From an optimization exercise on the open Yosys and OpenROAD flow, aimed at small area, a short achievable clock period and few clock cycles per item; shortcuts taken in it are not production practice.
The RTL was checked by simulation tests, not by an equivalence proof against the original design.
Power and IR drop assume default switching activity.

File: design/flow/config.mk
export PLATFORM = sky130hd
export DESIGN_NAME = DIVIDER_wrapper
export DESIGN_NICKNAME = DIVIDER_wrapper
export VERILOG_FILES = /design/flow/design.v
export SDC_FILE = /design/flow/constraint.sdc
export NUM_CORES = 4
export LEC_CHECK = 0
export ABC_CLOCK_PERIOD_IN_PS = 3000
export CAP_MARGIN = 20
export CORE_MARGIN = 2
export CORE_UTILIZATION = 40
export SETUP_SLACK_MARGIN = 5
export SLEW_MARGIN = 20
File: design/flow/constraint.sdc
create_clock -name core_clock -period 10.0 [get_ports {clk}]
set_input_delay 2.0000 -clock core_clock [delete_from_list [all_inputs] [get_ports {clk}]]
set_output_delay 2.0000 -clock core_clock [all_outputs]
set_load 0.01 [all_outputs]
File: design/flow/design.v
module DIVIDER (
    input  logic        clk, clr, go,
    input  logic [1:0]  func3,
    input  logic [31:0] rs1, rs2,
    output logic        done,
    output logic [31:0] rd
);
logic        iter;       
logic        done_r;
logic [31:0] R, B, Q;
logic [3:0]  cnt;
logic        neg_q, neg_r, is_rem;
assign done = done_r;
assign rd   = is_rem ? R : Q;
logic        sgn, sa, sb;
logic [31:0] abs_a, abs_b;
assign sgn   = ~func3[0];
assign sa    = sgn & rs1[31];
assign sb    = sgn & rs2[31];
assign abs_a = sa ? -rs1 : rs1;
assign abs_b = sb ? -rs2 : rs2;
logic [5:0]  za, zb;
logic [6:0]  dd;
logic        b_zero, short_op;
lzc32 lz_a (.x(abs_a), .n(za));
lzc32 lz_b (.x(abs_b), .n(zb));
assign dd       = {1'b0, zb} - {1'b0, za};
assign b_zero   = (rs2 == 32'b0);
assign short_op = b_zero | dd[6];
logic [3:0] m;
logic [4:0] sh;
always_comb begin
    case (dd[4:0])
        5'd0,  5'd1,  5'd2:  m = 4'd0;
        5'd3,  5'd4,  5'd5:  m = 4'd1;
        5'd6,  5'd7,  5'd8:  m = 4'd2;
        5'd9,  5'd10, 5'd11: m = 4'd3;
        5'd12, 5'd13, 5'd14: m = 4'd4;
        5'd15, 5'd16, 5'd17: m = 4'd5;
        5'd18, 5'd19, 5'd20: m = 4'd6;
        5'd21, 5'd22, 5'd23: m = 4'd7;
        5'd24, 5'd25, 5'd26: m = 4'd8;
        5'd27, 5'd28, 5'd29: m = 4'd9;
        default:             m = 4'd10;
    endcase
end
logic [31:0] b_sh1, b_sh2, b_sh3, b_sh;
assign b_sh1 = m[0] ? {abs_b[28:0], 3'b0}  : abs_b;
assign b_sh2 = m[1] ? {b_sh1[25:0], 6'b0}  : b_sh1;
assign b_sh3 = m[2] ? {b_sh2[19:0], 12'b0} : b_sh2;
assign b_sh  = m[3] ? {b_sh3[7:0], 24'b0}  : b_sh3;
logic [34:0] t1;
logic [33:0] t2;
logic [32:0] t3;
logic [31:0] r1, r2, r3;
logic        q1, q2, q3;
assign t1 = {3'b0, R} - {1'b0, B, 2'b0};
assign q1 = ~t1[34];
assign r1 = q1 ? t1[31:0] : R;
assign t2 = {2'b0, r1} - {1'b0, B, 1'b0};
assign q2 = ~t2[33];
assign r2 = q2 ? t2[31:0] : r1;
assign t3 = {1'b0, r2} - {1'b0, B};
assign q3 = ~t3[32];
assign r3 = q3 ? t3[31:0] : r2;
logic [31:0] negx;
assign negx = -(is_rem ? R : Q);
logic need_neg;
assign need_neg = is_rem ? neg_r : neg_q;
always_ff @(posedge clk) begin
    if (clr) begin
        done_r <= 1'b1;
        iter   <= 1'b0;
    end else if (done_r) begin
        if (go) begin
            R      <= abs_a;
            B      <= b_sh;
            cnt    <= m;
            Q      <= {32{b_zero}};
            is_rem <= func3[1];
            neg_r  <= sa;
            neg_q  <= (sa ^ sb) & ~b_zero;
            iter   <= ~short_op;
            done_r <= 1'b0;
        end
    end else if (iter) begin
        R   <= r3;
        Q   <= {Q[28:0], q1, q2, q3};
        B   <= {3'b0, B[31:3]};
        cnt <= cnt - 4'd1;
        if (cnt == 4'd0) begin
            iter <= 1'b0;
            if (~need_neg) done_r <= 1'b1;
        end
    end else begin
        if (need_neg) begin
            if (is_rem) R <= negx;
            else        Q <= negx;
        end
        done_r <= 1'b1;
    end
end
endmodule
module lzc32 (
    input  logic [31:0] x,
    output logic [5:0]  n
);
    logic [15:0] z1; logic [15:0] c1;
    logic [7:0]  z2; logic [1:0] c2 [8];
    logic [3:0]  z3; logic [2:0] c3 [4];
    logic [1:0]  z4; logic [3:0] c4 [2];
    logic [4:0]  c5;
    always_comb begin
        for (int i = 0; i < 16; i++) begin
            z1[i] = ~(x[2*i+1] | x[2*i]);
            c1[i] = ~x[2*i+1];
        end
        for (int i = 0; i < 8; i++) begin
            z2[i] = z1[2*i+1] & z1[2*i];
            c2[i] = z1[2*i+1] ? {1'b1, c1[2*i]} : {1'b0, c1[2*i+1]};
        end
        for (int i = 0; i < 4; i++) begin
            z3[i] = z2[2*i+1] & z2[2*i];
            c3[i] = z2[2*i+1] ? {1'b1, c2[2*i]} : {1'b0, c2[2*i+1]};
        end
        for (int i = 0; i < 2; i++) begin
            z4[i] = z3[2*i+1] & z3[2*i];
            c4[i] = z3[2*i+1] ? {1'b1, c3[2*i]} : {1'b0, c3[2*i+1]};
        end
        c5 = z4[1] ? {1'b1, c4[0]} : {1'b0, c4[1]};
        n  = (z4[1] & z4[0]) ? 6'd32 : {1'b0, c5};
    end
endmodule
module DIVIDER_wrapper(
    input clk, go, clr,
    input [1:0] func3,
    input [31:0] rs1, rs2,
    output done,
    output logic [31:0] rd);
    DIVIDER divider(.clk(clk), .clr(clr), .go(go), .func3(func3),
                    .rs1(rs1), .rs2(rs2), .done(done), .rd(rd));
endmodule
File: design/flow/run.sh
#!/bin/bash
# synth_recipe.tcl (not shown) runs the flow's synth.tcl, then flattens the netlist and writes it again
# the make line also repeats each setting of config.mk as NAME=value (left out here)
make -C /OpenROAD-flow-scripts/flow DESIGN_CONFIG=/design/flow/config.mk WORK_HOME=/design/flow/orfs CLKGATE_MAP_FILE= SYNTH_SCRIPT=/design/flow/synth_recipe.tcl finish
==> run notes, run 1 <==
Pwr:
- Power spread over the standard cell area amounts to between 200 and 250 mW/mm2.
- The analysis attributes to cell leakage a power of 8.65 nW.
- Across the VDD grid, the largest voltage drop is 0.135 mV.

CTS:
- The number of clock buffers inserted by TritonCTS is 9.
- The register clock-pin slew on the reported worst setup and hold paths is 90 ps.
- The root buffer cell chosen for the clock tree is sky130_fd_sc_hd__clkbuf_16.
- TritonCTS built the clock tree.
- The clock drives between 100 and 150 sinks.
- The clock passes through at most 2 buffers.
- The level count of the clock H-tree is 3.
- The clock latency of the later-clocked register in the worst-skew pair is between 300 and 400 ps.
- The post-cts hold buffer count is 0.

Global routing:
- The number of antenna violations at the first check in global routing came to 0.
- The via count of the first global-routing pass is 17,600.
- Global routing finished with a remaining overflow of 0.
- The first global-routing pass estimated 101,000 um of wire.
- The overall track demand over capacity in global routing is 0.315.
- Entering global routing, the biggest net connects 58 pins.

Cells and area:
- The area growth from synthesis to layout is 36.4%.
- The post-route cell area is 0.0219 mm2.
- The number of inserted filler cells in the final layout is 3,662.
- In the final layout, the share of cells above drive strength 1 is 0.290.
- The repair_antennas step left the layout with diodes totalling 0.
- The final cell utilization of the core is 0.552.
- In the final design database the tool counted about 2,500 nets.

Yosys:
- By area the synthesized netlist is led by sky130_fd_sc_hd__edfxtp_1 (19%), sky130_fd_sc_hd__ha_1 (8.2%), sky130_fd_sc_hd__xnor2_1 (6.0%), sky130_fd_sc_hd__mux2i_1 (5.4%), sky130_fd_sc_hd__a21oi_1 (5.0%).
- The number of different library cells used by synthesis comes to slightly below 100.
- The simple logic cell fraction of the synthesized area is 0.213.
- The synthesized design contains 103 enable-type register cells.
- The cell type contributing the most total cell area after synthesis is sky130_fd_sc_hd__edfxtp_1.
- The compound-gate portion of the synthesized area is 0.284.
- The post-synthesis mux area share is 0.0814.
- The proportion of netlist area held by the largest area contributor is 0.192.
- Of the total synthesized cell area, the portion taken by XOR and XNOR cells is 0.0881.
- Of the synthesized area, sequential elements account for 0.195.
- Of the total synthesized cell area, the portion taken by full adders, half adders and majority gates is 0.0873.
- The share of synthesized flip-flops with an asynchronous set or reset is 0.
- The number of instances in the synthesized netlist is 2,053.
- In this run the cell area of the synthesized design comes to 0.0161 mm2.
- The synthesized flop and latch total is 105.
- After synthesis, the largest family of logic cells by area is compound AO/OA/AOI/OAI gates.
- In this run the mean area of a mapped cell was roughly 7.8 um2.
- Ranked by instance count, the synthesized netlist is headed by sky130_fd_sc_hd__nand2_1 (186), sky130_fd_sc_hd__nor2_1 (164), sky130_fd_sc_hd__a21oi_1 (160).
- The most common cell in the synthesized netlist is sky130_fd_sc_hd__nand2_1.
- The count of yosys warnings during synthesis is 5.
- The dominant register cell in the synthesized netlist is sky130_fd_sc_hd__edfxtp_1.
- The post-synth net total is about 2,200.

Route:
- The average vias per placed instance is 6.45.
- The number of DRC markers after the initial detailed-route iteration is 1,627.
- The first detailed-routing pass took 7 iterations.
- The final route contains 18,400 vias.
- Dividing the detail-routed wire length by the instance count gives 24.1 um.
- After detailed routing, the number of remaining DRC violations is 0.
- The wire length after detailed routing is between 60,000 and 70,000 um.
- The count of nets left with antenna violations once routing finished came out at 0.

Floorplan:
- The floorplan die height is a little over 200 um.
- The core outline area is 0.0397 mm2.
- Measured along the x axis, the die boundary spans between 200 and 250 um.
- The initial core utilization is 0.405.
- The area of the die is 0.0418 mm2.
- The number of primary I/O pins is 102.
- Row generation in the floorplan step produced 73 rows.

Placed design:
- Summing all placed instances gives a cell area of 0.0179 mm2.
- The number of input and output port buffers inserted is 101.
- The half-perimeter wire length after placement is 48,600 um.
- The routability congestion estimate is 1.03.

Timing:
- The total setup violations reported at the end of the flow is 0.
- The maximum clock rate is roughly 0.13 GHz.
- The final max-slew violation count is 0.
- Dividing the final minimum period by the clock period gives 0.786.
- The time the worst path needs with I/O delays and setup is 7860 ps.
- The worst-margin pin slew is 1130 ps.
- The post-route clock skew is roughly 17 ps.
- Adding up every negative setup slack in the final design gives 0 ps.
- The worst max-slew margin expressed relative to the limit is 0.240.
- Setup repair after global routing could not meet its margin everywhere.
- The number of failing hold endpoints at the final stage is 0.

Setup path:
- The dominant cell type by count on the critical path is sky130_fd_sc_hd__buf_6.
- The internal reg-to-reg setup slack is 2140 ps.
- STA puts the critical path data required time at 10,120 ps.
- The delay of the slowest cell on the worst path is 460 ps.
- For the worst setup path, the data arrival time is 7980 ps.
- The capturing element type of the critical path is a flip-flop.
- The library cell contributing the largest single delay on the critical path is sky130_fd_sc_hd__a2111oi_4.
- STA classifies the critical path startpoint as a flip-flop.
- The worst setup path is of the reg -> reg kind.
- Along the worst path, the maximum fanout reaches 8.

Flow run:
- The count of max-cap constraint violations is 0.

Worst hold path:
- The worst hold path belongs to the class reg -> reg.

Status:
- The run finished with no timing, DRC or antenna violations.
critical path: cells and delay by family, from the launching register on:
kind | cells | cell delay (ps)
buffers and inverters | 8 | 800
and+or+nand+nor | 3 | 890
xor gates and xnor gates | 1 | 90
AOI/OAI and AO/OA | 17 | 3780
DFF | 1 | 400
adders and majority gates | 4 | 930
muxes | 2 | 690
report_power, final:
| part | switching [W] | internal [W] |
|---|---|---|
| clock network | 0.000194 | 0.000200 |
| registers | 0.0000477 | 0.000561 |
| logic | 0.00217 | 0.00171 |
| total | 0.00241 | 0.00247 |
worst paths after layout:
kind,from,to,depth (start not counted)
setup / recovery,divider.R[2],divider.R[20],35
hold / removal,divider.Q[0],divider.Q[3],2
setup reg to reg,divider.R[2],divider.R[20],35
hold reg to reg,divider.Q[0],divider.Q[3],2
routing by layer:
layer,GRT usage,share of wire,vias to the layer above
met1,0.391,0.39,8794
li1,-,-,8335
met2,0.516,0.46,973
met5,0,0,-
met3,0.0317,0.071,303
met4,0.211,0.078,0
logic make-up (layout without fill, tap and decap cells):
kind of cell	count (synthesis)	count (layout)
buf+inv	202	468
xor+xnor	161	161
compound gates	672	679
fa+ha+maj	110	110
flops	105	105
mux	126	126
simple gates	677	681
state kept, by name, indices dropped and copies added, names as in the netlist:
name            flops
divider.done_r      1
divider.Q          32
divider.is_rem      1
divider.R          32
divider.neg_q       1
divider.B          32
divider.cnt         4
divider.neg_r       1
divider.iter        1
through the flow:
step	instances	power (W)	hold slack (ps)	worst slack (ps)
final	2855	0.00488	563	2140
after global routing	2855	0.00511	587	1920
after CTS	2805	0.00450	564	2400
after detailed placement	2613	0.00340	543	738
after global placement	2613	0.00338	530	888
after floorplan	2053	0.00274	521	2630
repair_timing:
action | in CTS | in global routing
gates resized for setup | 385 | 167
setup buffers | 163 | 50
pin swaps | 141 | 63
gates cloned | 13 | 0
setup endpoints to repair | 90 | 72
area by class of cell:
cell class / instances / area, um2 / area share
multi-input cells: 1757 / 14400 / 0.655
clock buffers: 9 / 225 / 0.0103
clock inverters: 7 / 83.8 / 0.00382
inverters: 105 / 404 / 0.0184
flip-flops and latches: 105 / 3140 / 0.143
well taps: 525 / 657 / 0.0299
repair buffers: 346 / 3050 / 0.139
repair inverters: 1 / 5.00 / 0.000228
placed cells by master, fill, tap and decap left out, types with 33 or more instances in the layout:
master,count
sky130_fd_sc_hd__nand3_1,46
sky130_fd_sc_hd__a21o_1,56
sky130_fd_sc_hd__a21oi_1,142
sky130_fd_sc_hd__nor3_1,45
sky130_fd_sc_hd__a31oi_1,33
sky130_fd_sc_hd__buf_6,40
sky130_fd_sc_hd__o21ai_0,91
sky130_fd_sc_hd__xor2_1,43
sky130_fd_sc_hd__edfxtp_1,103
sky130_fd_sc_hd__inv_1,92
sky130_fd_sc_hd__buf_4,201
sky130_fd_sc_hd__ha_1,73
sky130_fd_sc_hd__xnor2_1,85
sky130_fd_sc_hd__mux2i_1,56
sky130_fd_sc_hd__nand2_1,176
sky130_fd_sc_hd__clkdlybuf4s50_1,59
sky130_fd_sc_hd__nor2_1,146
Testbench counts, summed over its fixed seeds: cycles 15,354, items 3,200.
==> inputs of run 2 (changes only) <==
--- a/design/flow/config.mk
+++ b/design/flow/config.mk
@@ -5,9 +5,7 @@
 export SDC_FILE = /design/flow/constraint.sdc
 export NUM_CORES = 4
 export LEC_CHECK = 0
-export ABC_CLOCK_PERIOD_IN_PS = 3000
 export CAP_MARGIN = 20
 export CORE_MARGIN = 2
 export CORE_UTILIZATION = 40
-export SETUP_SLACK_MARGIN = 5
 export SLEW_MARGIN = 20
==> run notes, run 2 <==
Floorplan:
- The number of placement rows was 73 (unchanged).
- The core outline area is 0.0397 mm2 (unchanged).
- The floorplan die height is 205 um (unchanged).
- The initial core utilization is 0.405 (unchanged).
- The area of the die is 0.0418 mm2 (unchanged).
- The horizontal extent of the die is 205 um (unchanged).
- The number of primary I/O pins is 102 (unchanged).

Route:
- The first-pass iteration count of the detailed router is 6 (was 7).
- The wire length after detailed routing came to 62,100 um (was 68,700 um).
- The total vias in the final route is 16,900 (was 18,400).
- The antenna violation net count after detailed routing is 0 (unchanged).
- The number of design rule violations left after detail routing was 0 (unchanged).
- The average routed wire per standard cell was 23.3 um (was 24.1 um).
- The number of DRC markers after the initial detailed-route iteration is 1,441 (was 1,627).
- The average vias per placed instance came to 6.33 (was 6.45).

Setup path:
- The startpoint type of the worst setup path is a flip-flop (unchanged).
- The capturing element type of the critical path is a flip-flop (unchanged).
- The worst path required time is 10,110 ps (was 10,120 ps).
- The delay of the slowest cell on the worst path came to 840 ps (was 460 ps).
- The type of the worst setup path is reg -> reg (unchanged).
- The internal reg-to-reg setup slack was 600 ps (was 2140 ps).
- The library cell contributing the largest single delay on the critical path was sky130_fd_sc_hd__a2111oi_2 (was sky130_fd_sc_hd__a2111oi_4).
- The arrival time of the worst setup path is 9510 ps (was 7980 ps).
- The critical-path maximum fanout is 38 (was 8).

CTS:
- The post-cts hold buffer count is 0 (unchanged).
- The master cell of the clock root buffer is sky130_fd_sc_hd__clkbuf_16 (unchanged).
- The setup fix buffers added after clock tree synthesis came to 0 (was 163).
- The register clock-pin slew on the reported worst setup and hold paths is 90 ps (about the same).
- The CTS tree is yes (unchanged).
- The worst-case clock buffer depth came to 2 (unchanged).
- The post-cts gate resize count came to 0 (was 385).
- The level count of the clock H-tree came to 3 (unchanged).
- The clock latency of the later-clocked register in the worst-skew pair is 400 ps (was 380 ps).
- The number of clock buffers inserted by TritonCTS is 9 (unchanged).
- The number of sinks on the clock net is 105 (unchanged).

Timing:
- The total negative slack came to 0 ps (unchanged).
- Unrepaired setup endpoints after global routing: false (was true).
- The number of failing hold endpoints at the final stage is 0 (unchanged).
- The maximum clock rate is 0.106 GHz (was 0.127 GHz).
- The worst-case hold slack is 570 ps (was 563 ps).
- The worst-margin pin slew is 977 ps (was 1130 ps).
- The final max-slew violation count is 0 (unchanged).
- The post-route clock skew came to 20.1 ps (was 16.5 ps).
- The total setup violations reported at the end of the flow is 0 (unchanged).
- The time the worst path needs with I/O delays and setup came to 9400 ps (was 7860 ps).
- The final critical-path share of the clock period is 0.940 (was 0.786).
- The worst max-slew margin expressed relative to the limit is 0.342 (was 0.240).

Yosys:
- The post-synth net total was 2,231 (unchanged).
- The dominant register cell in the synthesized netlist is sky130_fd_sc_hd__edfxtp_1 (unchanged).
- The count of distinct cell types in the synthesized netlist was 98 (unchanged).
- The number of enable flip-flop cells after synthesis is 103 (unchanged).
- The post-synth design cell area is 0.0161 mm2 (unchanged).
- The cell type contributing the most total cell area after synthesis is sky130_fd_sc_hd__edfxtp_1 (unchanged).
- The mean post-synth cell area came to 7.83 um2 (unchanged).
- The number of instances in the synthesized netlist is 2,053 (unchanged).
- The proportion of netlist area held by the largest area contributor was 0.192 (unchanged).
- Commonest cells in the synthesized netlist: sky130_fd_sc_hd__nand2_1 (186), sky130_fd_sc_hd__nor2_1 (164), sky130_fd_sc_hd__a21oi_1 (160) (unchanged).
- The most frequent cell after synthesis is sky130_fd_sc_hd__nand2_1 (unchanged).
- The synthesized flop and latch total was 105 (unchanged).
- The share of synthesized flip-flops with an asynchronous set or reset was 0 (unchanged).
- Area contributors post-synth: sky130_fd_sc_hd__edfxtp_1 (19%), sky130_fd_sc_hd__ha_1 (8.2%), sky130_fd_sc_hd__xnor2_1 (6.0%), sky130_fd_sc_hd__mux2i_1 (5.4%), sky130_fd_sc_hd__a21oi_1 (5.0%) (unchanged).
- The fraction of the yosys area taken by sequential cells is 0.195 (unchanged).
- The count of yosys warnings during synthesis is 5 (unchanged).

Cells and area:
- The layout net count is 2,318 (was 2,503).
- Leading registers by flop count: divider.B: 32 flops, divider.Q: 32 flops, divider.R: 32 flops (unchanged).
- Most frequent cells in the layout: sky130_fd_sc_hd__nand2_1 (186), sky130_fd_sc_hd__nor2_1 (162), sky130_fd_sc_hd__a21oi_1 (157), sky130_fd_sc_hd__o21ai_0 (124), sky130_fd_sc_hd__xnor2_1 (111) (was sky130_fd_sc_hd__buf_4 (201), sky130_fd_sc_hd__nand2_1 (176), sky130_fd_sc_hd__nor2_1 (146), sky130_fd_sc_hd__a21oi_1 (142), sky130_fd_sc_hd__edfxtp_1 (103)).
- The fraction of final layout cells sized beyond drive strength 1 is 0.0853 (was 0.290).
- The antenna diode count is 0 (unchanged).
- The layout-stage area growth over the synthesis result is 13.4% (was 36.4%).
- The most common cell after layout, fill and taps aside was sky130_fd_sc_hd__nand2_1 (was sky130_fd_sc_hd__buf_4).

Pwr:
- The combinational power share is 0.753 (was 0.794).
- The net switching power of the design is 0.00205 W (was 0.00241 W).
- The leakage power of the design is 7.19 nW (was 8.65 nW).
- The internal power consumption came to 0.00189 W (was 0.00247 W).
- The areal power density over the cells was 216 mW/mm2 (was 222 mW/mm2).
- The sequential share of power is 0.153 (was 0.125).
- The clock network fraction of total power came to 0.094 (was 0.081).
- The switching power share of the total is 0.521 (was 0.494).
- The peak supply drop came to 0.147 mV (was 0.135 mV).

Global routing:
- The wire length of the first global-routing pass was 94,300 um (was 101,000 um).
- The via count of the first global-routing pass is 16,100 (was 17,600).
- The remaining global-route overflow came to 0 (unchanged).
- The overall track demand over capacity in global routing is 0.295 (was 0.315).
- The number of antenna violations at the first check in global routing came to 2 (was 0).
- The largest net degree at the start of global routing is 62 (was 58).

Worst hold path:
- The class of the most critical hold timing path was reg -> reg (unchanged).

Placed design:
- The routability congestion estimate is 0.973 (was 1.03).
- The number of input and output port buffers inserted is 101 (unchanged).
- The half-perimeter wire length after placement came to 50,000 um (was 48,600 um).

Flow run:
- The count of max-cap constraint violations was 0 (unchanged).

Status:
- Outcome: complete, no violations (unchanged).
## run 2: cell counts after synthesis
No cell type changed its count.
## run 2: stage by stage
step / cells / power, W / util / area [um2] / setup slack, ps
after global routing: 2670 / 0.00419 / 0.459 / 18200 / 73.8
final: 2670 / 0.00395 / 0.459 / 18200 / 602
after detailed placement: 2654 / 0.00350 / 0.452 / 18000 / 453
after floorplan: 2053 / 0.00258 / - / 16100 / 2010
after global placement: 2653 / 0.00350 / 0.451 / 17900 / 483
after CTS: 2670 / 0.00387 / 0.459 / 18200 / 840
## run 2: final cells by class
| class | instances | area (um2) |
|---|---|---|
| fill | 4032 | 21500 |
| multi-input combinational | 1746 | 12200 |
| sequential | 105 | 3140 |
| timing repair buffer | 173 | 1580 |
| tap | 525 | 657 |
| inverter | 105 | 394 |
| clock buffer | 9 | 225 |
| clock inverter | 7 | 52.6 |
## run 2: worst max-delay path, delay by kind of cell (launching register included)
family / cells / cell delay, ps
buf+inv: 5 / 740
simple gates: 8 / 1380
flops: 1 / 490
fa+ha+maj: 4 / 1190
compound gates: 15 / 4930
mux: 1 / 370
## run 2: cell families after synthesis
group | after synthesis | synth area share
buffers and inverters | 202 | 0.0510
flip-flops | 105 | 0.195
adder cells (fa/ha/maj) | 110 | 0.0873
AND/OR/NAND/NOR | 677 | 0.213
AO/OA/AOI/OAI | 672 | 0.284
XOR/XNOR | 161 | 0.0881
multiplexers | 126 | 0.0814
## run 2: power by group through the flow
stage	clock [W]	sequential (W)	combinational, W
2_1_floorplan	0	0.000590	0.00199
3_3_place_gp	0	0.000610	0.00289
3_5_place_dp	0	0.000611	0.00288
4_1_cts	0.000369	0.000601	0.00290
5_1_grt	0.000385	0.000607	0.00320
6_report	0.000371	0.000602	0.00297
## run 2: path summary, 6_finish.rpt
kind / cells after the start / end / from
worst min register to register: 2 / divider.Q[26] / divider.Q[23]
worst min-delay path: 2 / divider.Q[26] / divider.Q[23]
worst max-delay path: 33 / divider.R[2] / divider.R[2]
worst max register to register: 33 / divider.R[2] / divider.R[2]
## run 2: per-layer routing
layer	GRT usage	vias up	share of wire
met5	0	-	0
met4	0.140	0	0.048
met3	0.0345	142	0.062
met2	0.484	706	0.47
met1	0.386	8099	0.42
li1	-	7956	-
==> inputs of run 3 (changes only) <==
--- a/design/flow/design.v
+++ b/design/flow/design.v
@@ -7,7 +7,8 @@
 );
 logic        iter;       
 logic        done_r;
-logic [31:0] R, B, Q;
+logic [31:0] R, Q;
+logic [33:0] B;
 logic [3:0]  cnt;
 logic        neg_q, neg_r, is_rem;
 assign done = done_r;
@@ -19,50 +20,40 @@
 assign sb    = sgn & rs2[31];
 assign abs_a = sa ? -rs1 : rs1;
 assign abs_b = sb ? -rs2 : rs2;
-logic [5:0]  za, zb;
+logic [5:0]  la, lb, za, zb;
 logic [6:0]  dd;
 logic        b_zero, short_op;
-lzc32 lz_a (.x(abs_a), .n(za));
-lzc32 lz_b (.x(abs_b), .n(zb));
+lzc32 lz_a (.x(rs1 ^ {32{sa}}), .n(la));
+lzc32 lz_b (.x(rs2 ^ {32{sb}}), .n(lb));
+assign za       = la - {5'b0, sa};           
+assign zb       = lb[5] ? 6'd31 : lb;        
 assign dd       = {1'b0, zb} - {1'b0, za};
 assign b_zero   = (rs2 == 32'b0);
-assign short_op = b_zero | dd[6];
-logic [3:0] m;
-logic [4:0] sh;
+assign short_op = b_zero | dd[6];            
+logic [33:0] b_sh;
+assign b_sh = {2'b0, abs_b} << {dd[4:1], 1'b0};
+logic [34:0] d1;
+logic [35:0] d2;
+logic [36:0] d3, csa_s, csa_c, x3, y3, z3;
+logic        ge1, ge2, ge3;
+assign d1 = {3'b0, R} - {1'b0, B};
+assign d2 = {4'b0, R} - {1'b0, B, 1'b0};
+assign x3 = {5'b0, R};
+assign y3 = {3'b0, B};
+assign z3 = ~{1'b0, B, 2'b0};
+assign csa_s = x3 ^ y3 ^ z3;
+assign csa_c = (x3 & y3) | (x3 & z3) | (y3 & z3);
+assign d3 = csa_s + {csa_c[35:0], 1'b1};
+assign ge1 = ~d1[34];
+assign ge2 = ~d2[35];
+assign ge3 = ~d3[36];
+logic [31:0] r_next;
 always_comb begin
-    case (dd[4:0])
-        5'd0,  5'd1,  5'd2:  m = 4'd0;
-        5'd3,  5'd4,  5'd5:  m = 4'd1;
-        5'd6,  5'd7,  5'd8:  m = 4'd2;
-        5'd9,  5'd10, 5'd11: m = 4'd3;
-        5'd12, 5'd13, 5'd14: m = 4'd4;
-        5'd15, 5'd16, 5'd17: m = 4'd5;
-        5'd18, 5'd19, 5'd20: m = 4'd6;
-        5'd21, 5'd22, 5'd23: m = 4'd7;
-        5'd24, 5'd25, 5'd26: m = 4'd8;
-        5'd27, 5'd28, 5'd29: m = 4'd9;
-        default:             m = 4'd10;
-    endcase
+    if (ge3)      r_next = d3[31:0];
+    else if (ge2) r_next = d2[31:0];
+    else if (ge1) r_next = d1[31:0];
+    else          r_next = R;
 end
-logic [31:0] b_sh1, b_sh2, b_sh3, b_sh;
-assign b_sh1 = m[0] ? {abs_b[28:0], 3'b0}  : abs_b;
-assign b_sh2 = m[1] ? {b_sh1[25:0], 6'b0}  : b_sh1;
-assign b_sh3 = m[2] ? {b_sh2[19:0], 12'b0} : b_sh2;
-assign b_sh  = m[3] ? {b_sh3[7:0], 24'b0}  : b_sh3;
-logic [34:0] t1;
-logic [33:0] t2;
-logic [32:0] t3;
-logic [31:0] r1, r2, r3;
-logic        q1, q2, q3;
-assign t1 = {3'b0, R} - {1'b0, B, 2'b0};
-assign q1 = ~t1[34];
-assign r1 = q1 ? t1[31:0] : R;
-assign t2 = {2'b0, r1} - {1'b0, B, 1'b0};
-assign q2 = ~t2[33];
-assign r2 = q2 ? t2[31:0] : r1;
-assign t3 = {1'b0, r2} - {1'b0, B};
-assign q3 = ~t3[32];
-assign r3 = q3 ? t3[31:0] : r2;
 logic [31:0] negx;
 assign negx = -(is_rem ? R : Q);
 logic need_neg;
@@ -75,7 +66,7 @@
         if (go) begin
             R      <= abs_a;
             B      <= b_sh;
-            cnt    <= m;
+            cnt    <= dd[4:1];
             Q      <= {32{b_zero}};
             is_rem <= func3[1];
             neg_r  <= sa;
@@ -84,9 +75,9 @@
             done_r <= 1'b0;
         end
     end else if (iter) begin
-        R   <= r3;
-        Q   <= {Q[28:0], q1, q2, q3};
-        B   <= {3'b0, B[31:3]};
+        R   <= r_next;
+        Q   <= {Q[29:0], ge2, ge3 | (ge1 & ~ge2)};
+        B   <= {2'b0, B[33:2]};
         cnt <= cnt - 4'd1;
         if (cnt == 4'd0) begin
             iter <= 1'b0;
--- a/design/flow/config.mk
+++ b/design/flow/config.mk
@@ -5,7 +5,9 @@
 export SDC_FILE = /design/flow/constraint.sdc
 export NUM_CORES = 4
 export LEC_CHECK = 0
+export ABC_CLOCK_PERIOD_IN_PS = 3000
 export CAP_MARGIN = 20
 export CORE_MARGIN = 2
 export CORE_UTILIZATION = 40
+export SETUP_SLACK_MARGIN = 5
 export SLEW_MARGIN = 20
==> run notes, run 3 <==
Timing:
- The worst-case hold slack is 524 ps (was 570 ps).
- The total negative slack is 0 ps (unchanged).
- The final max-slew violation count was 0 (unchanged).
- The post-route worst setup slack is 3610 ps (was 602 ps).
- The total setup violations reported at the end of the flow was 0 (unchanged).
- The maximum clock rate is 0.156 GHz (was 0.106 GHz).
- Unrepaired setup endpoints after global routing: true (was false).
- The time the worst path needs with I/O delays and setup was 6390 ps (was 9400 ps).
- The final critical-path share of the clock period is 0.639 (was 0.940).
- The number of failing hold endpoints at the final stage is 0 (unchanged).
- The worst max-slew margin expressed relative to the limit is 0.210 (was 0.342).
- The post-route clock skew is 16.2 ps (was 20.1 ps).
- The worst-margin pin slew came to 1170 ps (was 977 ps).

Route:
- The total vias in the final route is 18,600 (was 16,900).
- The antenna violation net count after detailed routing is 0 (unchanged).
- The average routed wire per standard cell came to 23.5 um (was 23.3 um).
- The number of DRC markers after the initial detailed-route iteration is 1,908 (was 1,441).
- The average vias per placed instance is 6.39 (was 6.33).
- The wire length after detailed routing came to 68,300 um (was 62,100 um).
- The first-pass iteration count of the detailed router is 7 (was 6).
- The number of design rule violations left after detail routing is 0 (unchanged).

CTS:
- The worst-case clock buffer depth is 2 (unchanged).
- The number of sinks on the clock net is 107 (was 105).
- The master cell of the clock root buffer is sky130_fd_sc_hd__clkbuf_16 (unchanged).
- The number of clock buffers inserted by TritonCTS is 9 (unchanged).
- The register clock-pin slew on the reported worst setup and hold paths is 90 ps (about the same).
- The level count of the clock H-tree is 3 (unchanged).
- The CTS tree is yes (unchanged).
- The clock latency of the later-clocked register in the worst-skew pair was 390 ps (was 400 ps).

Yosys:
- Commonest cells in the synthesized netlist: sky130_fd_sc_hd__nand2_1 (211), sky130_fd_sc_hd__nor2_1 (184), sky130_fd_sc_hd__inv_1 (178) (was sky130_fd_sc_hd__nand2_1 (186), sky130_fd_sc_hd__nor2_1 (164), sky130_fd_sc_hd__a21oi_1 (160)).
- The number of enable flip-flop cells after synthesis is 105 (was 103).
- Area contributors post-synth: sky130_fd_sc_hd__edfxtp_1 (19%), sky130_fd_sc_hd__ha_1 (8.3%), sky130_fd_sc_hd__xnor2_1 (5.6%), sky130_fd_sc_hd__a21oi_1 (5.2%), sky130_fd_sc_hd__o21ai_0 (4.8%) (was sky130_fd_sc_hd__edfxtp_1 (19%), sky130_fd_sc_hd__ha_1 (8.2%), sky130_fd_sc_hd__xnor2_1 (6.0%), sky130_fd_sc_hd__mux2i_1 (5.4%), sky130_fd_sc_hd__a21oi_1 (5.0%)).
- The proportion of netlist area held by the largest area contributor came to 0.187 (was 0.192).
- The mean post-synth cell area came to 7.57 um2 (was 7.83 um2).
- The dominant register cell in the synthesized netlist is sky130_fd_sc_hd__edfxtp_1 (unchanged).
- The number of instances in the synthesized netlist is 2,224 (was 2,053).
- The count of distinct cell types in the synthesized netlist is 90 (was 98).
- The post-synth net total is 2,438 (was 2,231).
- The share of synthesized flip-flops with an asynchronous set or reset is 0 (unchanged).
- The post-synth design cell area was 0.0168 mm2 (was 0.0161 mm2).
- The count of yosys warnings during synthesis is 5 (unchanged).
- The fraction of the yosys area taken by sequential cells is 0.190 (was 0.195).
- The most frequent cell after synthesis is sky130_fd_sc_hd__nand2_1 (unchanged).
- The cell type contributing the most total cell area after synthesis is sky130_fd_sc_hd__edfxtp_1 (unchanged).
- The synthesized flop and latch total is 107 (was 105).

Pwr:
- The clock network fraction of total power is 0.110 (was 0.094).
- The internal power consumption was 0.00177 W (was 0.00189 W).
- The areal power density over the cells is 165 mW/mm2 (was 216 mW/mm2).
- The net switching power of the design came to 0.00169 W (was 0.00205 W).
- The combinational power share is 0.710 (was 0.753).
- The peak supply drop came to 0.0892 mV (was 0.147 mV).
- The sequential share of power is 0.180 (was 0.153).
- The leakage power of the design is 8.49 nW (was 7.19 nW).
- The switching power share of the total came to 0.489 (was 0.521).

Floorplan:
- The number of placement rows is 75 (was 73).
- The area of the die was 0.0437 mm2 (was 0.0418 mm2).
- The core outline area is 0.0418 mm2 (was 0.0397 mm2).
- The horizontal extent of the die is 209 um (was 205 um).
- The floorplan die height came to 209 um (was 205 um).
- The number of primary I/O pins is 102 (unchanged).
- The initial core utilization is 0.403 (was 0.405).

Cells and area:
- Leading registers by flop count: divider.B: 34 flops, divider.Q: 32 flops, divider.R: 32 flops (was divider.B: 32 flops, divider.Q: 32 flops, divider.R: 32 flops).
- Most frequent cells in the layout: sky130_fd_sc_hd__nand2_1 (195), sky130_fd_sc_hd__inv_1 (173), sky130_fd_sc_hd__nor2_1 (158), sky130_fd_sc_hd__a21oi_1 (156), sky130_fd_sc_hd__o21ai_0 (144) (was sky130_fd_sc_hd__nand2_1 (186), sky130_fd_sc_hd__nor2_1 (162), sky130_fd_sc_hd__a21oi_1 (157), sky130_fd_sc_hd__o21ai_0 (124), sky130_fd_sc_hd__xnor2_1 (111)).
- The layout net count is 2,572 (was 2,318).
- Counting flops per register, the top entry is divider.B.
- The fraction of final layout cells sized beyond drive strength 1 is 0.174 (was 0.0853).
- The final cell utilization of the core is 0.501 (was 0.459).
- The post-route cell area is 0.0209 mm2 (was 0.0182 mm2).
- The layout-stage area growth over the synthesis result is 24.3% (was 13.4%).
- The register with the most flip-flops in the layout has 34 of them.
- The most common cell after layout, fill and taps aside is sky130_fd_sc_hd__nand2_1 (unchanged).
- The number of inserted filler cells in the final layout is 3,972 (was 4,032).

Status:
- Outcome: complete, no violations (unchanged).

Global routing:
- The number of antenna violations at the first check in global routing is 1 (was 2).
- The remaining global-route overflow is 0 (unchanged).
- The via count of the first global-routing pass came to 17,500 (was 16,100).
- The overall track demand over capacity in global routing is 0.304 (was 0.295).
- The wire length of the first global-routing pass came to 104,000 um (was 94,300 um).
- The largest net degree at the start of global routing is 66 (was 62).

Setup path:
- The worst path required time is 10,250 ps (was 10,110 ps).
- The type of the worst setup path is in -> reg (was reg -> reg).
- The arrival time of the worst setup path is 6640 ps (was 9510 ps).
- The depth of the worst register-to-register path is 15 (was 33).
- The critical-path maximum fanout was 13 (was 38).
- The startpoint type of the worst setup path is an input port (was flip-flop).
- The capturing element type of the critical path was a flip-flop (unchanged).

Placed design:
- The post-placement setup slack came to 1960 ps (was 453 ps).
- The half-perimeter wire length after placement is 50,600 um (was 50,000 um).
- The routability congestion estimate is 1.01 (was 0.973).
- The number of input and output port buffers inserted is 101 (unchanged).
- The placed instance area came to 0.0184 mm2 (was 0.0180 mm2).

Worst hold path:
- The class of the most critical hold timing path is reg -> reg (unchanged).
- The number of cells traversed by the worst hold path is 2 (unchanged).

Flow run:
- The count of max-cap constraint violations is 0 (unchanged).
==> run 3: through the flow <==
step                std cells  power, W
CTS                      2867   0.00322
global placement         2759   0.00255
finish                   2903   0.00346
floorplan                2224   0.00204
detailed placement       2759   0.00258
global route             2902   0.00366
==> run 3: power by group through the flow <==
stage / logic, W / registers (W) / clock network, W
final: 0.00246 / 0.000621 / 0.000381
after global routing: 0.00264 / 0.000625 / 0.000395
after CTS: 0.00222 / 0.000620 / 0.000381
after detailed placement: 0.00195 / 0.000630 / 0
after global placement: 0.00192 / 0.000630 / 0
after floorplan: 0.00144 / 0.000603 / 0
==> run 3: worst paths after layout <==
kind | startpoint | end | slack, ps
max | func3[0] | divider.B[15] | 3610
min | divider.iter | divider.iter | 520
max reg2reg | divider.B[7] | divider.R[3] | 5210
min reg2reg | divider.iter | divider.iter | 520
==> run 3: metal layers <==
| metal | up-vias | part of all wire | GRT usage |
|---|---|---|---|
| li1 | 8442 | - | - |
| met2 | 991 | 0.46 | 0.500 |
| met1 | 8953 | 0.41 | 0.406 |
| met3 | 172 | 0.083 | 0.0370 |
| met5 | - | 0 | 0 |
| met4 | 0 | 0.042 | 0.124 |
==> run 3: layout make-up <==
class | count | area, um2 | area share
inverters | 179 | 702 | 0.0336
flip-flops and latches | 107 | 3200 | 0.153
repair buffers | 243 | 2350 | 0.112
multi-input cells | 1814 | 13700 | 0.654
diodes | 1 | 2.50 | 0.000120
well taps | 539 | 674 | 0.0322
clock buffers | 9 | 225 | 0.0108
repair inverters | 4 | 33.8 | 0.00161
clock inverters | 7 | 65.1 | 0.00311
==> run 3: logic make-up (layout without fill, tap and decap cells) <==
| family | count (synthesis) | in the layout | share of synthesized area |
|---|---|---|---|
| other | 0 | 1 | 0 |
| muxes | 61 | 61 | 0.0404 |
| xor gates and xnor gates | 168 | 170 | 0.0874 |
| AOI/OAI and AO/OA | 719 | 719 | 0.284 |
| DFF | 107 | 107 | 0.190 |
| and+or+nand+nor | 716 | 719 | 0.204 |
| buffers and inverters | 308 | 442 | 0.0714 |
| adders and majority gates | 145 | 145 | 0.123 |
==> run 3: timing repair <==
item	4_1_cts	5_1_grt
endpoints found under the setup margin	119	118
hold endpoints to repair	0	0
cloned	12	0
hold buffers	0	0
buffers inserted	80	35
pin swaps	49	70
gates resized for setup	195	167
==> run 3: worst max-delay path: stages <==
cell and delay, ps:
sky130_fd_sc_hd__buf_2 100, sky130_fd_sc_hd__buf_6 120, sky130_fd_sc_hd__buf_6 160, sky130_fd_sc_hd__nand3b_1 230, sky130_fd_sc_hd__o32a_1 310, sky130_fd_sc_hd__a2111oi_4 470, sky130_fd_sc_hd__nor2_4 80, sky130_fd_sc_hd__a31oi_4 200
sky130_fd_sc_hd__ha_4 250, sky130_fd_sc_hd__inv_4 60, sky130_fd_sc_hd__o21ai_4 50, sky130_fd_sc_hd__nand2b_4 160, sky130_fd_sc_hd__fa_2 500, sky130_fd_sc_hd__buf_6 160, sky130_fd_sc_hd__buf_12 120, sky130_fd_sc_hd__buf_16 120
sky130_fd_sc_hd__o2111a_2 270, sky130_fd_sc_hd__o31ai_4 370, sky130_fd_sc_hd__o221ai_1 150, sky130_fd_sc_hd__and2_1 190, sky130_fd_sc_hd__or4_1 460, sky130_fd_sc_hd__o21ai_1 80
Testbench counts of run 3, summed over its fixed seeds: cycles 20,238, items 3,200.
==> inputs of run 4 (changes only) <==
--- a/design/flow/design.v
+++ b/design/flow/design.v
@@ -11,8 +11,12 @@
 logic [33:0] B;
 logic [3:0]  cnt;
 logic        neg_q, neg_r, is_rem;
+logic        need_neg;
+assign need_neg = is_rem ? neg_r : neg_q;
 assign done = done_r;
-assign rd   = is_rem ? R : Q;
+logic [31:0] res;
+assign res = is_rem ? R : Q;
+assign rd  = need_neg ? -res : res;
 logic        sgn, sa, sb;
 logic [31:0] abs_a, abs_b;
 assign sgn   = ~func3[0];
@@ -54,10 +58,6 @@
     else if (ge1) r_next = d1[31:0];
     else          r_next = R;
 end
-logic [31:0] negx;
-assign negx = -(is_rem ? R : Q);
-logic need_neg;
-assign need_neg = is_rem ? neg_r : neg_q;
 always_ff @(posedge clk) begin
     if (clr) begin
         done_r <= 1'b1;
@@ -80,14 +80,10 @@
         B   <= {2'b0, B[33:2]};
         cnt <= cnt - 4'd1;
         if (cnt == 4'd0) begin
-            iter <= 1'b0;
-            if (~need_neg) done_r <= 1'b1;
+            iter   <= 1'b0;
+            done_r <= 1'b1;
         end
     end else begin
-        if (need_neg) begin
-            if (is_rem) R <= negx;
-            else        Q <= negx;
-        end
         done_r <= 1'b1;
     end
 end
==> run notes, run 4 <==
Cells and area:
- Most frequent cells in the layout: sky130_fd_sc_hd__inv_1 (185), sky130_fd_sc_hd__nor2_1 (173), sky130_fd_sc_hd__nand2_1 (164), sky130_fd_sc_hd__a21oi_1 (161), sky130_fd_sc_hd__o21ai_0 (149) (was sky130_fd_sc_hd__nand2_1 (195), sky130_fd_sc_hd__inv_1 (173), sky130_fd_sc_hd__nor2_1 (158), sky130_fd_sc_hd__a21oi_1 (156), sky130_fd_sc_hd__o21ai_0 (144)).
- The post-route non-filler standard cell count is 2,790 (was 2,903).
- The fraction of final layout cells sized beyond drive strength 1 is 0.180 (was 0.174).
- The flip-flop count of the largest register, all copies and words added is 34 (unchanged).
- The register containing the most flip-flops in the final layout is divider.B (unchanged).
- The layout net count is 2,473 (was 2,572).
- The layout-stage area growth over the synthesis result was 25.1% (was 24.3%).
- The number of inserted filler cells in the final layout is 3,849 (was 3,972).
- The most common cell after layout, fill and taps aside is sky130_fd_sc_hd__inv_1 (was sky130_fd_sc_hd__nand2_1).
- Leading registers by flop count: divider.B: 34 flops, divider.Q: 32 flops, divider.R: 32 flops (unchanged).

Global routing:
- The overall track demand over capacity in global routing came to 0.279 (was 0.304).
- The wire length of the first global-routing pass is 91,700 um (was 104,000 um).
- The largest net degree at the start of global routing came to 85 (was 66).
- The number of antenna violations at the first check in global routing is 3 (was 1).
- The remaining global-route overflow is 0 (unchanged).
- The via count of the first global-routing pass is 16,100 (was 17,500).

Yosys:
- The post-synth net total is 2,341 (was 2,438).
- The post-synth design cell area came to 0.0161 mm2 (was 0.0168 mm2).
- The share of synthesized flip-flops with an asynchronous set or reset was 0 (unchanged).
- Commonest cells in the synthesized netlist: sky130_fd_sc_hd__inv_1 (191), sky130_fd_sc_hd__nor2_1 (189), sky130_fd_sc_hd__a21oi_1 (181) (was sky130_fd_sc_hd__nand2_1 (211), sky130_fd_sc_hd__nor2_1 (184), sky130_fd_sc_hd__inv_1 (178)).
- The fraction of the yosys area taken by sequential cells was 0.198 (was 0.190).
- The compound-gate portion of the synthesized area came to 0.275 (was 0.284).
- The number of enable flip-flop cells after synthesis is 105 (unchanged).
- The count of distinct cell types in the synthesized netlist is 95 (was 90).
- The dominant register cell in the synthesized netlist was sky130_fd_sc_hd__edfxtp_1 (unchanged).
- Area contributors post-synth: sky130_fd_sc_hd__edfxtp_1 (20%), sky130_fd_sc_hd__ha_1 (8.6%), sky130_fd_sc_hd__a21oi_1 (5.6%), sky130_fd_sc_hd__xnor2_1 (5.4%), sky130_fd_sc_hd__o21ai_0 (5.1%) (was sky130_fd_sc_hd__edfxtp_1 (19%), sky130_fd_sc_hd__ha_1 (8.3%), sky130_fd_sc_hd__xnor2_1 (5.6%), sky130_fd_sc_hd__a21oi_1 (5.2%), sky130_fd_sc_hd__o21ai_0 (4.8%)).
- The XOR/XNOR share of the synthesized area was 0.0907 (was 0.0874).
- The simple logic cell fraction of the synthesized area is 0.197 (was 0.204).
- The post-synthesis share of cell area spent on full adders, half adders and majority gates was 0.128 (was 0.123).
- The post-synthesis mux area share was 0.0336 (was 0.0404).
- The synthesized flop and latch total is 107 (unchanged).
- The cell type contributing the most total cell area after synthesis is sky130_fd_sc_hd__edfxtp_1 (unchanged).
- The number of instances in the synthesized netlist was 2,127 (was 2,224).
- The count of yosys warnings during synthesis is 5 (unchanged).
- The most frequent cell after synthesis is sky130_fd_sc_hd__inv_1 (was sky130_fd_sc_hd__nand2_1).
- The largest family of logic cells by synthesized area was compound AO/OA/AOI/OAI gates (unchanged).
- The proportion of netlist area held by the largest area contributor is 0.195 (was 0.187).
- The mean post-synth cell area is 7.59 um2 (was 7.57 um2).

Floorplan:
- The number of primary I/O pins is 102 (unchanged).
- The area of the die is 0.0420 mm2 (was 0.0437 mm2).
- The initial core utilization is 0.406 (was 0.403).
- The core outline area is 0.0397 mm2 (was 0.0418 mm2).
- The horizontal extent of the die is 205 um (was 209 um).
- The number of placement rows was 73 (was 75).
- The floorplan die height is 205 um (was 209 um).

Route:
- The first-pass iteration count of the detailed router is 7 (unchanged).
- The number of design rule violations left after detail routing was 0 (unchanged).
- The average vias per placed instance was 6.07 (was 6.39).
- The wire length after detailed routing is 59,100 um (was 68,300 um).
- The average routed wire per standard cell is 21.2 um (was 23.5 um).
- The antenna violation net count after detailed routing is 0 (unchanged).
- The number of DRC markers after the initial detailed-route iteration was 1,669 (was 1,908).
- The total vias in the final route is 16,900 (was 18,600).

Setup path:
- The internal reg-to-reg setup slack is 5270 ps (was 5210 ps).
- The startpoint type of the worst setup path is an input port (unchanged).
- The beginning of the worst register-to-register path is divider.R[2] (was divider.B[7]).
- The type of the worst setup path is in -> reg (unchanged).
- The endpoint of the worst-slack reg-to-reg timing path was divider.R[8] (was divider.R[3]).
- The worst path required time was 10,220 ps (was 10,250 ps).
- The depth of the worst register-to-register path is 14 (was 15).
- The capturing element type of the critical path is a flip-flop (unchanged).
- The critical-path maximum fanout is 7 (was 13).
- The arrival time of the worst setup path was 6270 ps (was 6640 ps).

Worst hold path:
- The number of cells traversed by the worst hold path is 2 (unchanged).
- The class of the most critical hold timing path is reg -> reg (unchanged).
- The destination of the worst hold path is divider.iter (unchanged).
- The source of the worst hold timing path is divider.iter (unchanged).

Timing:
- The number of failing hold endpoints at the final stage is 0 (unchanged).
- Unrepaired setup endpoints after global routing: true (unchanged).
- The worst max-slew margin expressed relative to the limit is 0.337 (was 0.210).
- The maximum clock rate is 0.165 GHz (was 0.156 GHz).
- The time the worst path needs with I/O delays and setup is 6060 ps (was 6390 ps).
- The total negative slack is 0 ps (unchanged).
- The final critical-path share of the clock period was 0.606 (was 0.639).
- The post-route worst setup slack was 3940 ps (was 3610 ps).
- The post-route clock skew came to 16.8 ps (was 16.2 ps).
- The worst-margin pin slew was 984 ps (was 1170 ps).
- The total setup violations reported at the end of the flow is 0 (unchanged).
- The final max-slew violation count is 0 (unchanged).

Placed design:
- The post-placement setup slack is 2360 ps (was 1960 ps).
- The half-perimeter wire length after placement was 43,300 um (was 50,600 um).
- The post-placement cell count is 2,643 (was 2,759).
- The number of input and output port buffers inserted came to 101 (unchanged).
- The routability congestion estimate is 0.954 (was 1.01).

CTS:
- The worst-case clock buffer depth came to 2 (unchanged).
- The CTS tree is yes (unchanged).
- The register clock-pin slew on the reported worst setup and hold paths is 90 ps (about the same).
- The master cell of the clock root buffer is sky130_fd_sc_hd__clkbuf_16 (unchanged).
- The number of sinks on the clock net is 107 (unchanged).
- The level count of the clock H-tree is 3 (unchanged).
- The post-cts hold buffer count is 0 (unchanged).
- The clock latency of the later-clocked register in the worst-skew pair was 380 ps (was 390 ps).
- The number of clock buffers inserted by TritonCTS came to 9 (unchanged).

Pwr:
- The areal power density over the cells is 159 mW/mm2 (was 165 mW/mm2).
- The leakage power of the design came to 8.15 nW (was 8.49 nW).
- The peak supply drop was 0.101 mV (was 0.0892 mV).

Status:
- Outcome: complete, no violations (unchanged).

Flow run:
- The count of max-cap constraint violations is 0 (unchanged).
-- run 4: cell types whose count changed after synthesis, sizes merged, moves of 13 or more --
| cell | before | now |
|---|---|---|
| inv | 178 | 191 |
| o21ai | 166 | 179 |
| nand3 | 66 | 38 |
| mux2 | 19 | 5 |
| or2 | 20 | 7 |
| nand2 | 211 | 179 |
-- run 4: worst max-delay path, cell delays in order --
cell                       delay (ps)
sky130_fd_sc_hd__buf_6             70
sky130_fd_sc_hd__buf_6             80
sky130_fd_sc_hd__nand2b_4         170
sky130_fd_sc_hd__buf_12           130
sky130_fd_sc_hd__clkinv_8          60
sky130_fd_sc_hd__and3_4           180
sky130_fd_sc_hd__nor2_4           120
sky130_fd_sc_hd__a21o_1           150
sky130_fd_sc_hd__nor2_2            50
sky130_fd_sc_hd__nor3_2           230
sky130_fd_sc_hd__a31oi_2          140
sky130_fd_sc_hd__ha_1             370
sky130_fd_sc_hd__a31oi_1          190
sky130_fd_sc_hd__a22oi_2          120
sky130_fd_sc_hd__fa_2             610
sky130_fd_sc_hd__buf_12           130
sky130_fd_sc_hd__buf_12           130
sky130_fd_sc_hd__inv_16            50
sky130_fd_sc_hd__a32o_2           250
sky130_fd_sc_hd__a221oi_4         340
sky130_fd_sc_hd__buf_4            170
sky130_fd_sc_hd__a21oi_2           70
sky130_fd_sc_hd__mux2_4           290
sky130_fd_sc_hd__o221ai_2         140
-- run 4: cells by family (layout without fill, tap and decap cells) --
group / Yosys count / in the layout
AND/OR/NAND/NOR: 649 / 652
XOR/XNOR: 167 / 168
flip-flops: 107 / 107
AO/OA/AOI/OAI: 692 / 692
adder cells (fa/ha/maj): 145 / 145
other: 0 / 1
buffers and inverters: 316 / 449
multiplexers: 51 / 51
-- run 4: timing repair --
item	in CTS	in global routing
setup endpoints to repair	100	130
pin swaps	92	60
gates resized for setup	318	95
buffers inserted	85	29
gates cloned	16	0
-- run 4: per-layer routing --
metal | wire length, um | track usage | share of wire
met2 | 26400 | 0.445 | 0.45
met4 | 2560 | 0.115 | 0.043
met3 | 4170 | 0.0325 | 0.070
met1 | 26000 | 0.382 | 0.44
met5 | 21 | 0 | 0.00036
-- run 4: how the worst max path moves through the flow --
stage | startpoint | end | cells after the start
6_report | func3[0] | divider.B[29] | 24
5_1_grt | func3[0] | divider.B[29] | 24
4_1_cts | func3[0] | divider.B[28] | 24
3_5_place_dp | func3[0] | divider.B[25] | 23
3_3_place_gp | func3[0] | divider.B[25] | 24
2_1_floorplan | func3[0] | divider.B[21] | 21
-- run 4: final cells by class --
class	instances	area, um2	share of cell area
Inverter	192	749	0.0371
Clock inverter	7	73.8	0.00366
Multi-Input combinational cell	1708	12900	0.640
Tap cell	525	657	0.0326
Sequential cell	107	3200	0.158
Timing Repair Buffer	236	2320	0.115
Timing Repair inverter	5	41.3	0.00205
Antenna cell	1	2.50	0.000124
Clock buffer	9	225	0.0112
-- run 4: power by group --
| group | switching [W] | leakage (nW) | internal, W |
|---|---|---|---|
| logic | 0.00128 | 6.99 | 0.000935 |
| registers | 0.0000552 | 1.01 | 0.000562 |
| clock network | 0.000205 | 0.148 | 0.000179 |
| total | 0.00154 | 8.15 | 0.00168 |
-- run 4: per-stage QoR --
stage	instance area [um2]	hold slack (ps)	total power (W)	utilization
detailed placement	17700	525	0.00246	0.444
finish	20200	532	0.00321	0.508
floorplan	16600	475	0.00202	-
global route	20200	569	0.00342	0.508
CTS	19600	538	0.00309	0.493
global placement	17700	492	0.00244	0.444
Testbench counts of run 4, summed over its fixed seeds: cycles 19,601, items 3,200.

static timing again, ports no longer ideal:
The flow's constraints put no driver on any port. The routed layouts listed below were extracted and timed again, unchanged, in two steps.
Step 1, drivers: a clkbuf_16 drives clk and a buf_2 each remaining input, both assumed.
Step 2 adds t to the input delays and takes it off the output delays; t is the mean of the earliest and latest rising clock arrival at the registers after step 1. Input paths then give back, and output paths get back, about the clock's delay inside the block.
Three values: ideal ports, drivers, drivers and shift; two values: the first two.
| run | shift t [ns] | slack for setup (ns) | slew at the worst register clock pin (ns) | worst data-port slew with drivers (ns) |
|---|---|---|---|---|
| run 1 | 0.419 | 2.145 / 2.145 / 2.145 | 0.09 / 0.09 | 0.06 |
| run 2 | 0.440 | 0.602 / 0.602 / 0.280 | 0.09 / 0.09 | 0.05 |
| run 3 | 0.430 | 3.609 / 3.635 / 3.205 | 0.09 / 0.09 | 0.05 |
| run 4 | 0.422 | 3.944 / 3.957 / 3.535 | 0.09 / 0.09 | 0.04 |
After both steps every run listed still meets setup and hold. The setup slack of run 4, which loses most, moves by +0.013 ns with the drivers and by -0.409 ns with both steps.
